Context: an optimization exercise on an open-source flow, tuned for small area. The choices shown serve that exercise and are no tape-out recipe. Only simulation tests tie the RTL to the original design; equivalence was not proved. Power and IR drop assume default switching activity.

File: flow/design.v
module pe (
  input  clk_i,
  input  rst_ni,
  input  clr_i,   
  output clr_o,   
  input  [1:0] mode_i,  
  input  signed [8-1:0] srca_i,
  input  signed [8-1:0] srcb_i,
  output signed [8-1:0] srca_o,
  output signed [8-1:0] srcb_o,
  output signed [8-1:0] psum_o
);
  localparam STATE_IDLE    = 2'b00;
  localparam STATE_COMPUTE = 2'b01;
  localparam STATE_ACCUM   = 2'b10;
  reg [1:0] state_q, state_d;
  reg                     clr_q;
  reg [8-1:0]   srca_q, srcb_q;
  reg [8*2-1:0] ab_q;
  reg [8*2-1:0] psum_q;
  wire                     clr_d  = clr_i;
  wire [8-1:0]   srca_d = srca_i;
  wire [8-1:0]   srcb_d = srcb_i;
  wire [8*2-1:0] mult_result = srca_i * srcb_i;
  wire [8*2-1:0] srca_ext    = {{8{srca_i[8-1]}}, srca_i};  
  wire [8*2-1:0] max_result  = ($signed(psum_q) > $signed(srca_ext)) ? psum_q : srca_ext;
  reg [8*2-1:0] ab_d;
  reg [8*2-1:0] psum_d;
  always @(*) begin
    state_d = state_q;
    case (state_q)
      STATE_IDLE: begin
        state_d = STATE_COMPUTE;
      end
      STATE_COMPUTE: begin
        state_d = STATE_ACCUM;
      end
      STATE_ACCUM: begin
        state_d = STATE_COMPUTE;
      end
      default: state_d = STATE_IDLE;
    endcase
  end
  always @(*) begin
    ab_d   = 'd0;
    psum_d = psum_q;
    case (state_q)
      STATE_IDLE: begin
        ab_d   = 'd0;
        psum_d = 'd0;
      end
      STATE_COMPUTE: begin
        case (mode_i)
          2'b00: begin
            ab_d = mult_result;
          end
          2'b01: begin
            ab_d = max_result;
          end
          default: begin
            ab_d = mult_result;
          end
        endcase
        psum_d = clr_q ? 'd0 : psum_q;
      end
      STATE_ACCUM: begin
        case (mode_i)
          2'b00: begin
            ab_d   = ab_q;
            psum_d = ab_q + (clr_q ? 'd0 : psum_q);
          end
          2'b01: begin
            ab_d   = ab_q;
            psum_d = ab_q;  
          end
          default: begin
            ab_d   = ab_q;
            psum_d = ab_q + (clr_q ? 'd0 : psum_q);
          end
        endcase
      end
      default: begin
        ab_d   = 'd0;
        psum_d = 'd0;
      end
    endcase
  end
  assign clr_o  = clr_q;
  assign srca_o = srca_q;
  assign srcb_o = srcb_q;
  assign psum_o = psum_q[8+8-1:8];   
  always @(posedge clk_i or negedge rst_ni) begin
    if (!rst_ni) begin
      state_q <= STATE_IDLE;
    end else begin
      state_q <= state_d;
    end
  end
  always @(posedge clk_i or negedge rst_ni) begin
    if (!rst_ni) begin
      srca_q <= 'd0;
      srcb_q <= 'd0;
    end else begin
      srca_q <= srca_d;
      srcb_q <= srcb_d;
    end
  end
  always @(posedge clk_i or negedge rst_ni) begin
    if (!rst_ni) begin
      clr_q <= 1'b0;
    end else begin
      clr_q <= clr_d;
    end
  end
  always @(posedge clk_i or negedge rst_ni) begin
    if (!rst_ni) begin
      ab_q   <= 'd0;
      psum_q <= 'd0;
    end else begin
      ab_q   <= ab_d;
      psum_q <= psum_d;
    end
  end
endmodule
module pe_array(
  input  clk_i,
  input  rst_ni,
  input  clr_i,
  output clr_o,
  input  we_i,
  output we_o,
  input  [1:0] mode_i,
  input  [64-1:0] srca_word_i,
  output [64-1:0] srca_word_o,
  input  [8-1:0] srcb_i,
  output [64-1:0] wordp_o
);
  wire clr_q1, clr_q2, clr_q3, clr_q4, clr_q5, clr_q6, clr_q7;
  wire [8-1:0] srcb_q1, srcb_q2, srcb_q3, srcb_q4,
                         srcb_q5, srcb_q6, srcb_q7;
  reg  [64-1:0] wordp_q;
  wire [64-1:0] wordp_d;
  reg  [8+2-1:0] we_shift_reg_q;
  wire we0 = we_shift_reg_q[2+0];
  wire we1 = we_shift_reg_q[2+1];
  wire we2 = we_shift_reg_q[2+2];
  wire we3 = we_shift_reg_q[2+3];
  wire we4 = we_shift_reg_q[2+4];
  wire we5 = we_shift_reg_q[2+5];
  wire we6 = we_shift_reg_q[2+6];
  wire we7 = we_shift_reg_q[2+7];
  assign clr_o   = clr_q1;              
  assign we_o    = we_shift_reg_q[0];   
  assign wordp_o = wordp_q;             
  always @(posedge clk_i or negedge rst_ni) begin
    if (!rst_ni) begin
      we_shift_reg_q <= 'd0;
    end else begin
      we_shift_reg_q <= { we_shift_reg_q[8+2-2:0], we_i };   
    end
  end
  always @(posedge clk_i or negedge rst_ni) begin
    if (!rst_ni) begin
      wordp_q <= 'd0;
    end else begin
      if (we0) wordp_q[7:0] <= wordp_d[7:0];
      if (we1) wordp_q[15:8] <= wordp_d[15:8];
      if (we2) wordp_q[23:16] <= wordp_d[23:16];
      if (we3) wordp_q[31:24] <= wordp_d[31:24];
      if (we4) wordp_q[39:32] <= wordp_d[39:32];
      if (we5) wordp_q[47:40] <= wordp_d[47:40];
      if (we6) wordp_q[55:48] <= wordp_d[55:48];
      if (we7) wordp_q[63:56] <= wordp_d[63:56];
    end
  end
  pe pe0 (
    .clk_i (clk_i),
    .rst_ni(rst_ni),
    .clr_i (clr_i),
    .clr_o (clr_q1),
    .mode_i(mode_i),
    .srca_i(srca_word_i[7:0]),
    .srca_o(srca_word_o[7:0]),
    .srcb_i(srcb_i),
    .srcb_o(srcb_q1),
    .psum_o(wordp_d[7:0])
  );
  pe pe1 (
    .clk_i (clk_i),
    .rst_ni(rst_ni),
    .clr_i (clr_q1),
    .clr_o (clr_q2),
    .mode_i(mode_i),
    .srca_i(srca_word_i[15:8]),
    .srca_o(srca_word_o[15:8]),
    .srcb_i(srcb_q1),
    .srcb_o(srcb_q2),
    .psum_o(wordp_d[15:8])
  );
  pe pe2 (
    .clk_i (clk_i),
    .rst_ni(rst_ni),
    .clr_i (clr_q2),
    .clr_o (clr_q3),
    .mode_i(mode_i),
    .srca_i(srca_word_i[23:16]),
    .srca_o(srca_word_o[23:16]),
    .srcb_i(srcb_q2),
    .srcb_o(srcb_q3),
    .psum_o(wordp_d[23:16])
  );
  pe pe3 (
    .clk_i (clk_i),
    .rst_ni(rst_ni),
    .clr_i (clr_q3),
    .clr_o (clr_q4),
    .mode_i(mode_i),
    .srca_i(srca_word_i[31:24]),
    .srca_o(srca_word_o[31:24]),
    .srcb_i(srcb_q3),
    .srcb_o(srcb_q4),
    .psum_o(wordp_d[31:24])
  );
  pe pe4 (
    .clk_i (clk_i),
    .rst_ni(rst_ni),
    .clr_i (clr_q4),
    .clr_o (clr_q5),
    .mode_i(mode_i),
    .srca_i(srca_word_i[39:32]),
    .srca_o(srca_word_o[39:32]),
    .srcb_i(srcb_q4),
    .srcb_o(srcb_q5),
    .psum_o(wordp_d[39:32])
  );
  pe pe5 (
    .clk_i (clk_i),
    .rst_ni(rst_ni),
    .clr_i (clr_q5),
    .clr_o (clr_q6),
    .mode_i(mode_i),
    .srca_i(srca_word_i[47:40]),
    .srca_o(srca_word_o[47:40]),
    .srcb_i(srcb_q5),
    .srcb_o(srcb_q6),
    .psum_o(wordp_d[47:40])
  );
  pe pe6 (
    .clk_i (clk_i),
    .rst_ni(rst_ni),
    .clr_i (clr_q6),
    .clr_o (clr_q7),
    .mode_i(mode_i),
    .srca_i(srca_word_i[55:48]),
    .srca_o(srca_word_o[55:48]),
    .srcb_i(srcb_q6),
    .srcb_o(srcb_q7),
    .psum_o(wordp_d[55:48])
  );
  pe pe7 (
    .clk_i (clk_i),
    .rst_ni(rst_ni),
    .clr_i (clr_q7),
    .clr_o (),
    .mode_i(mode_i),
    .srca_i(srca_word_i[63:56]),
    .srca_o(srca_word_o[63:56]),
    .srcb_i(srcb_q7),
    .srcb_o(),
    .psum_o(wordp_d[63:56])
  );
endmodule
File: flow/run.sh
#!/bin/bash
# synth_recipe.tcl (not shown) runs the flow's synth.tcl, then flattens the netlist and writes it again
# the make line also repeats each setting of config.mk as NAME=value (left out here)
make -C /OpenROAD-flow-scripts/flow DESIGN_CONFIG=/design/flow/config.mk WORK_HOME=/design/flow/orfs CLKGATE_MAP_FILE= SYNTH_SCRIPT=/design/flow/synth_recipe.tcl finish
File: flow/config.mk
export PLATFORM = sky130hd
export DESIGN_NAME = pe_array
export DESIGN_NICKNAME = pe_array
export VERILOG_FILES = /design/flow/design.v
export SDC_FILE = /design/flow/constraint.sdc
export NUM_CORES = 4
export LEC_CHECK = 0
export CAP_MARGIN = 20
export CORE_MARGIN = 2
export CORE_UTILIZATION = 40
export SLEW_MARGIN = 20
File: flow/constraint.sdc
create_clock -name core_clock -period 6.0 [get_ports {clk_i}]
set_input_delay 1.2000 -clock core_clock [delete_from_list [all_inputs] [get_ports {clk_i}]]
set_output_delay 1.2000 -clock core_clock [all_outputs]
set_load 0.01 [all_outputs]
==> reports/qor.csv <==
stage,metric,value,unit
outcome,status,timing/DRC/antenna clean,
synth,synth_compound_area_frac,0.142,
sta,fin_crit_sh,0.915,
worst_setup_path,cp_max_fo,6,
synth,async_reset_ff_frac,1.00,
drt,drc,0,
synth,synth_top_family_by_area,adder cells,
power,p_sw_frac,0.435,
placement,gp_congestion,0.834,
sta,worstMarginPinSlew,0.959,ns
floorplanning,core,120000,um2
power,p_int,14.1,mW
cts,clkSinkCount,474,
worst_setup_path,start_kind,input port,
drt,routedWlPerCell,16.9,um
sta,fin_ws,0.512,ns
synth,synth_fa_ha_area_frac,0.317,
synth,synth-simple-area-share,0.157,
worst_setup_path,endpoint_kind,register,
power,power_switching,10.8,mW
drt,first_iter_violations,1767,
power,power_density,447,nW/um2
power,p_clk_frac,0.169,
cts,cts-hold-fix-buffers,0,
global_routing,grt_max_degree,138,
floorplanning,ios,208,
placement,placed_area,53400,um2
layout,area_growth,15.2,%
layout,stdcell_area,55800,um2
placement,pre_cts_slack,-0.148,ns
cts,cts_resized,0,
cts,insertion_delay,0.66,ns
synth,syn_area_per_cell,9.30,um2
layout,final_util,0.465,
global_routing,grt_use_total,0.202,
global_routing,grt_pass1_vias,38000,
drt,drt-total-wl,121000,um
hold_path,worstHoldPathType,reg2reg,
synth,synthTopCellsByArea,"dfrtp_1 25%, fa_1 19%, ha_1 13%",
job,cap_violations,0,
placement,port_buffers,207,
layout,nNetsFinal,6548,
sta,relSlewSlack,0.358,
worst_setup_path,cp.required,6.55,ns
synth,yosysMostFrequentCell,inv_1,
layout,regMostFlops,wordp_q,
cts,numCtsBuffers,68,
synth,synth_common_cells,"763 x inv_1, 510 x ha_1, 474 x dfrtp_1",
worst_setup_path,crit_type,in2reg,
drt,vias,36700,
cts,h-tree-depth,3,
synth,dominantRegCellSynth,dfrtp_1,
synth,synth-seq-cells,474,
sta,whs,0.350,ns
cts,cts_root_buffer,clkbuf_16,
power,irDropWorstVdd,0.225,mV
sta,min_period,5.49,ns
layout,fillers,11400,
synth,synth_edf_count,0,
floorplanning,die_area,124000,um2
synth,synth_xor_area_frac,0.0423,
floorplanning,initial_utilization,0.404,
sta,final-hold-violation-count,0,
sta,slew_viol_final,0,
layout,drive_gt1_frac,0.0738,
worst_setup_path,cp.arrival,6.04,ns
sta,fmax,182,MHz
cts,clock_path_buffers,3,
cts,clkSlewWorstSetupHoldPaths,0.05,ns
power,combPwrFrac,0.606,
cts,postCtsSetupRepairBufs,0,
synth,synth_cell_types,82,
sta,final-setup-viol-count,0,
synth,synthesis.area,48400,um2
power,p_leak,26.9,nW
floorplanning,die_x,352,um
synth,yosysTopAreaCell,dfrtp_1,
global_routing,antenna_found_initial,1,
layout,largest_register_ffs,64,
floorplanning,fp-row-count,127,
cts,cts_tree,built,
synth,synth_top_area_share,0.245,
synth,syn_inst,5206,
drt,ant_nets,0,
layout,seq_area,11900,um2
drt,firstDrtPassIters,7,
synth,synthMuxAreaShare,0.0234,
synth,ys_warn_count,2,
sta,fin_tns_setup,0,ns
floorplanning,die_h,352,um
layout,multi_input_area,33000,um2
placement,hpwl,92200,um
synth,ys_seq_area_frac,0.245,
sta,finClkSkew,0.0360,ns
global_routing,grt_overflow,0,
synth,syn_nets,6242,
sta,rsz0062_at_grt,no,
global_routing,grt_pass1_wl,202000,um
drt,vias_per_cell,5.11,
power,seqPwrFrac,0.225,
==> metal layers <==
layer	vias up	part of all wire	track usage
li1	17900	-	-
met1	18000	0.46	0.271
met2	637	0.47	0.337
met3	167	0.046	0.0338
met4	0	0.027	0.0561
met5	-	0	0
==> metrics by stage <==
stage / total power, mW / instances
global route: 27.5 / 7178
finish: 24.9 / 7181
detailed placement: 20.7 / 7054
floorplan: 16.6 / 5206
global placement: 20.4 / 7054
CTS: 25.1 / 7178
==> critical path, stage by stage <==
cell and delay, ns:
clkdlybuf4s50_1 0.48, buf_4 0.16, nand2_1 0.08, fa_1 0.55, inv_1 0.06, fa_1 0.49, fa_1 0.49, inv_1 0.05
fa_1 0.47, inv_1 0.06, ha_1 0.28, or3_1 0.34, o211a_1 0.13, and4_1 0.20, a2111oi_1 0.33, buf_4 0.18
o21ai_0 0.10, xnor2_1 0.14, o31ai_1 0.23
==> path summary, 6_finish.rpt <==
| path | startpoint | to | slack, ns | cells past startpoint |
|---|---|---|---|---|
| worst max-delay path | srca_word_i[30] | pe3.ab_q[15]$_DFFE_PN0N_ | 0.51 | 19 |
| min in group asynchronous | rst_ni | pe1.ab_q[11]$_DFFE_PN0N_ | 0.49 | 1 |
| max in group asynchronous | rst_ni | pe4.srca_q[1]$_DFF_PN0_ | 4.28 | 2 |
| worst min register to register | we_shift_reg_q[1]$_DFF_PN0_ | we_shift_reg_q[2]$_DFF_PN0_ | 0.35 | 0 |
| worst min-delay path | we_shift_reg_q[1]$_DFF_PN0_ | we_shift_reg_q[2]$_DFF_PN0_ | 0.35 | 0 |
| worst max register to register | pe5.srcb_q[0]$_DFF_PN0_ | pe6.ab_q[14]$_DFFE_PN0N_ | 1.01 | 19 |
==> layout by cell type, fill, tap and decap left out, types with 11 or more instances in the layout <==
cell type        netlist  layout
o211ai_1              32      32
a32oi_1               12      12
nor2_1               149     149
and2_1               342     342
clkbuf_16              0      71
o21ai_0              233     233
fa_1                 448     448
nand2_1              434     434
inv_1                763     763
xor2_1                73      73
a22oi_1               95      95
a21o_1               126     126
o41ai_1               13      13
a22o_1                23      23
a211oi_1              30      30
a21boi_0              18      18
nand4_1               22      22
nand2b_1              26      25
o21a_1                29      29
dfrtp_1              474     474
o31ai_1               21      21
mux2_2                66      66
a21oi_1              240     240
nor2b_1              281     280
ha_1                 510     510
xnor2_1              161     161
buf_4                  2     188
nor3_1                42      42
or3_1                 21      21
and3_1                16      16
mux2i_1               39      39
clkbuf_8               0      11
a31oi_1               22      21
a211o_1               20      20
o21ai_1               15      15
nand3_1               74      74
clkdlybuf4s50_1        0     206
o21bai_1              28      28
==> power groups by stage <==
stage,logic (mW),clock network (mW),registers (mW)
2_1_floorplan,11.5,0,5.12
3_3_place_gp,14.8,0,5.62
3_5_place_dp,15.0,0,5.63
4_1_cts,15.2,4.35,5.59
5_1_grt,17.3,4.46,5.75
6_report,15.1,4.21,5.60
==> cell type report <==
class | count | area share
Antenna cell | 3 | 0.000135
Clock inverter | 33 | 0.00644
Tap cell | 1612 | 0.0362
Clock buffer | 91 | 0.0352
Sequential cell | 474 | 0.213
Multi-Input combinational cell | 3802 | 0.593
Inverter | 763 | 0.0514
Timing Repair Buffer | 403 | 0.0654
==> cell families (layout without fill, tap and decap cells) <==
| family | count (synthesis) | count (layout) |
|---|---|---|
| adders and majority gates | 958 | 958 |
| xor gates and xnor gates | 234 | 234 |
| DFF | 474 | 474 |
| AOI/OAI and AO/OA | 1047 | 1047 |
| buffers and inverters | 930 | 1290 |
| muxes | 105 | 105 |
| other | 0 | 3 |
| and+or+nand+nor | 1458 | 1458 |

-- separate check: timing with driven ports --
Ports are ideal in the flow. The routed layout listed here was re-timed in OpenROAD. Step 1 (the two cells are an assumption about what drives the block):
set clk [get_ports {clk_i}]
set_driving_cell -lib_cell sky130_fd_sc_hd__clkbuf_16 $clk
set_driving_cell -lib_cell sky130_fd_sc_hd__buf_2 [delete_from_list [all_inputs] $clk]
Step 2, shift: input delay + t, output delay - t, t = (earliest + latest rising clock arrival at the registers) / 2. This alone moves slack from input paths to output paths. a / b / c = no drivers / after step 1 / after step 2; a / b = the first two.
shift t [ns]: 0.708
setup WS [ns]: 0.512 / 0.448 / -0.260
latest minus earliest clock arrival (ns): 0.043 / 0.043
worst slew at a driven data input, ns: 0.15
cell pins on the clock port's net: 1
With both steps, setup timing fails in this run, where it was met with ideal ports. For this run, drivers alone change the setup slack by -0.064 ns; drivers and shift together by -0.772 ns.
